Source: an optimization exercise on an open RTL-to-GDS flow (aim: small area and a short achievable clock period). Production flows keep margins and buffers that such runs may drop. The RTL was checked by simulation tests, not by an equivalence proof against the original design. Power and IR drop assume default switching activity.

==> flow/design.v (excerpt) <==
module STDPmodel_4PWL
(reset, clk, A_pre, A_post, start_replay_phase, W_previous, W_new);
For scale: roughly 1800 cells after synthesis, ~69 I/O pins.
clock: 7.5 ns
lec_check: 0
cap_margin: 20
core_margin: 2
core_utilization: 40
cts_buf_list: sky130_fd_sc_hd__clkbuf_8
cts_cluster_size: 30
setup_slack_margin: 4.3
slew_margin: 20
standard.sh (not shown) runs the stock make flow with config.mk's settings and CLKGATE_MAP_FILE= SYNTH_SCRIPT=/design/flow/synth_recipe.tcl, a recipe that flattens the netlist after the stock synthesis.
==> flow/flow/run.sh <==
#!/bin/bash
# The standard layout (the standard.sh, standard synthesis included),
# with two changes that only save cells: the port buffers are buf_2 cells
# rather than the resizer's default pick (every port still gets its
# buffer), and clock tree synthesis adds no dummy load cells.
set -euo pipefail
export BUFFER_PORTS_ARGS="-buffer_cell sky130_fd_sc_hd__buf_1"
export CTS_ARGS='-sink_clustering_enable -repair_clock_nets -sink_clustering_size 30 -buf_list {sky130_fd_sc_hd__clkbuf_4 sky130_fd_sc_hd__clkbuf_8} -dont_use_dummy_load'
bash standard.sh > standard.log 2>&1
The baseline completed with no timing, DRC or antenna violations.
Change:
==> flow/run.sh (new file) <==
#!/bin/bash
# synth_recipe.tcl (not shown) runs the flow's synth.tcl, then flattens the netlist and writes it again
# the make line also repeats each setting of config.mk as NAME=value (left out here)
make -C /OpenROAD-flow-scripts/flow DESIGN_CONFIG=/design/flow/config.mk WORK_HOME=/design/flow/orfs CLKGATE_MAP_FILE= SYNTH_SCRIPT=/design/flow/synth_recipe.tcl finish
PLACE_DENSITY = 0.7   (was default)
SETUP_SLACK_MARGIN = 4.2   (was 4.3)
removed: flow/flow/run.sh
removed: flow/standard.sh
Effect: The changed run passed the timing, DRC and antenna checks. Count of clock-buffer cells in the layout came out higher by 7. Power came out higher by 1.8%. Routed wire length goes down by 4.9%. Cell area goes up by 2.6%.


Starting RTL as in the previous note.
clock: 7.5 ns
lec_check: 0
cap_margin: 20
core_margin: 2
core_utilization: 40
setup_slack_margin: 4
slew_margin: 20
run.sh (not shown) runs the stock make flow with config.mk's settings and CLKGATE_MAP_FILE= SYNTH_SCRIPT=/design/flow/synth_recipe.tcl, a recipe that flattens the netlist after the stock synthesis.
Stock flow here: none of the scripts above is used.
Rerun with:
CTS_BUF_LIST = sky130_fd_sc_hd__clkbuf_8   (was unset)
CTS_CLUSTER_SIZE = 30   (was unset)
SETUP_SLACK_MARGIN = 4.4   (was 4)
=>
- power increases by a few percent
- utilization went up by 3.2 points
- clock power hardly moves
- worst setup slack improves by 0.34 ns
- flip-flop and latch count stays the same
Rerun with:
==> flow/flow/run.sh (new file) <==
#!/bin/bash
# The standard layout (the standard.sh, standard synthesis included),
# with two changes that only save cells: the port buffers are buf_1 cells
# rather than the resizer's default pick (every port still gets its
# buffer), and clock tree synthesis adds no dummy load cells.
set -euo pipefail
export BUFFER_PORTS_ARGS="-buffer_cell sky130_fd_sc_hd__buf_1"
export CTS_ARGS="-sink_clustering_enable -repair_clock_nets -sink_clustering_size 30 -buf_list sky130_fd_sc_hd__clkbuf_8 -dont_use_dummy_load"
bash standard.sh > standard.log 2>&1
==> flow/standard.sh (new file) <==
#!/bin/bash
# synth_recipe.tcl (not shown) runs the flow's synth.tcl, then flattens the netlist and writes it again
# the make line also repeats each setting of config.mk as NAME=value (left out here)
make -C /OpenROAD-flow-scripts/flow DESIGN_CONFIG=/design/flow/config.mk WORK_HOME=/design/flow/orfs CLKGATE_MAP_FILE= SYNTH_SCRIPT=/design/flow/synth_recipe.tcl "${@:-finish}"
SETUP_SLACK_MARGIN = 4.2   (was 4.4)
removed: flow/run.sh
Worst setup slack gets worse by 0.12 ns.
Total power drops by 7.8%.
Count of clock-buffer cells in the layout drops by 12.
Wire length drops by 8.9%.
Worst hold slack gets worse by 0.011 ns.
Core utilization drops by 4.1 points.
Design area drops by 8.4%.
Global-route usage drops by 1.9 points.
Rerun with:
==> flow/run.sh (new file) <==
#!/bin/bash
# synth_recipe.tcl (not shown) runs the flow's synth.tcl, then flattens the netlist and writes it again
# the make line also repeats each setting of config.mk as NAME=value (left out here)
make -C /OpenROAD-flow-scripts/flow DESIGN_CONFIG=/design/flow/config.mk WORK_HOME=/design/flow/orfs CLKGATE_MAP_FILE= SYNTH_SCRIPT=/design/flow/synth_recipe.tcl finish
CORE_UTILIZATION = 50   (was 40)
removed: flow/flow/run.sh
removed: flow/standard.sh
Outcome: Hold slack barely changes. Sequential power is about the same. Via count goes up by 1.1%.


== east ==
STDPmodel_4PWL again, from the RTL that the note above started with.
clock: 7.5 ns
lec_check: 0
cap_margin: 20
core_margin: 2
core_utilization: 40
cts_buf_list: sky130_fd_sc_hd__clkbuf_8
cts_cluster_size: 30
setup_slack_margin: 4.2
slew_margin: 20
standard.sh (not shown) runs the stock make flow with config.mk's settings and CLKGATE_MAP_FILE= SYNTH_SCRIPT=/design/flow/synth_recipe.tcl, a recipe that flattens the netlist after the stock synthesis.
==> flow/flow/run.sh <==
#!/bin/bash
# The standard layout (the standard.sh, standard synthesis included),
# with two changes that only save cells: the port buffers are buf_2 cells
# rather than the resizer's default pick (every port still gets its
# buffer), and clock tree synthesis adds no dummy load cells.
set -euo pipefail
export BUFFER_PORTS_ARGS="-buffer_cell sky130_fd_sc_hd__buf_2"
export CTS_ARGS="-sink_clustering_enable -repair_clock_nets -sink_clustering_size 30 -buf_list sky130_fd_sc_hd__clkbuf_8 -dont_use_dummy_load"
bash standard.sh > standard.log 2>&1
For west, these inputs were changed with respect to east:
==> flow/run.sh (new file) <==
#!/bin/bash
# synth_recipe.tcl (not shown) runs the flow's synth.tcl, then flattens the netlist and writes it again
# the make line also repeats each setting of config.mk as NAME=value (left out here)
make -C /OpenROAD-flow-scripts/flow DESIGN_CONFIG=/design/flow/config.mk WORK_HOME=/design/flow/orfs CLKGATE_MAP_FILE= SYNTH_SCRIPT=/design/flow/synth_recipe.tcl finish
removed: flow/flow/run.sh
removed: flow/standard.sh
==> comparison <==
Going from east to west, post-place setup slack shows a reduction of 260 ps, number of clock buffers inserted by TritonCTS has increased, summed area of non-filler cells in the final layout increased about 4%.
The number of combinational gates with multiple inputs of east and that of west are within noise of each other.
On total number of vias, east and west are neck and neck.

-- what the ideal ports hide --
How much do the figures lean on ideal ports? The routed layouts below were timed once more, with nothing changed but the port constraints. Step 1 (the two cells are an assumption about what drives the block):
set clk [get_ports {clk}]
set_driving_cell -lib_cell sky130_fd_sc_hd__clkbuf_16 $clk
set_driving_cell -lib_cell sky130_fd_sc_hd__buf_2 [delete_from_list [all_inputs] $clk]
Step 2 also shifts input and output timing later by t, the mid clock arrival at the registers, as if the neighbouring blocks saw the same clock. a / b / c = ideal / step 1 / step 2; a / b = the first two.
run	t (ns)	slack for setup (ns)	worst hold slack (ns)	clock arrival spread, ns	worst slew at a driven data input, ns
the first run of note 1	0.609	4.321 / 4.321 / 3.879	0.460 / 0.460 / 0.460	0.082 / 0.082	0.05
the second run of note 1	0.625	4.264 / 4.273 / 3.648	0.438 / 0.438 / 0.438	0.027 / 0.027	0.06
the first run of note 2	0.603	4.037 / 4.059 / 3.455	0.433 / 0.433 / 0.433	0.017 / 0.017	0.05
the second run of note 2	0.668	4.373 / 4.373 / 3.836	0.445 / 0.445 / 0.445	0.037 / 0.038	0.05
the third run of note 2	0.594	4.252 / 4.252 / 3.840	0.434 / 0.434 / 0.434	0.062 / 0.062	0.04
the fourth run of note 2	0.662	4.205 / 4.205 / 3.693	0.433 / 0.433 / 0.433	0.035 / 0.034	0.04
east	0.595	4.200 / 4.200 / 3.760	0.425 / 0.425 / 0.425	0.035 / 0.035	0.05
west	0.645	4.227 / 4.227 / 3.672	0.441 / 0.441 / 0.441	0.040 / 0.041	0.05
After both steps setup and hold are still met in every run listed. The setup slack of the second run of note 1, which loses most, moves by +0.009 ns with the drivers and by -0.616 ns with both steps.
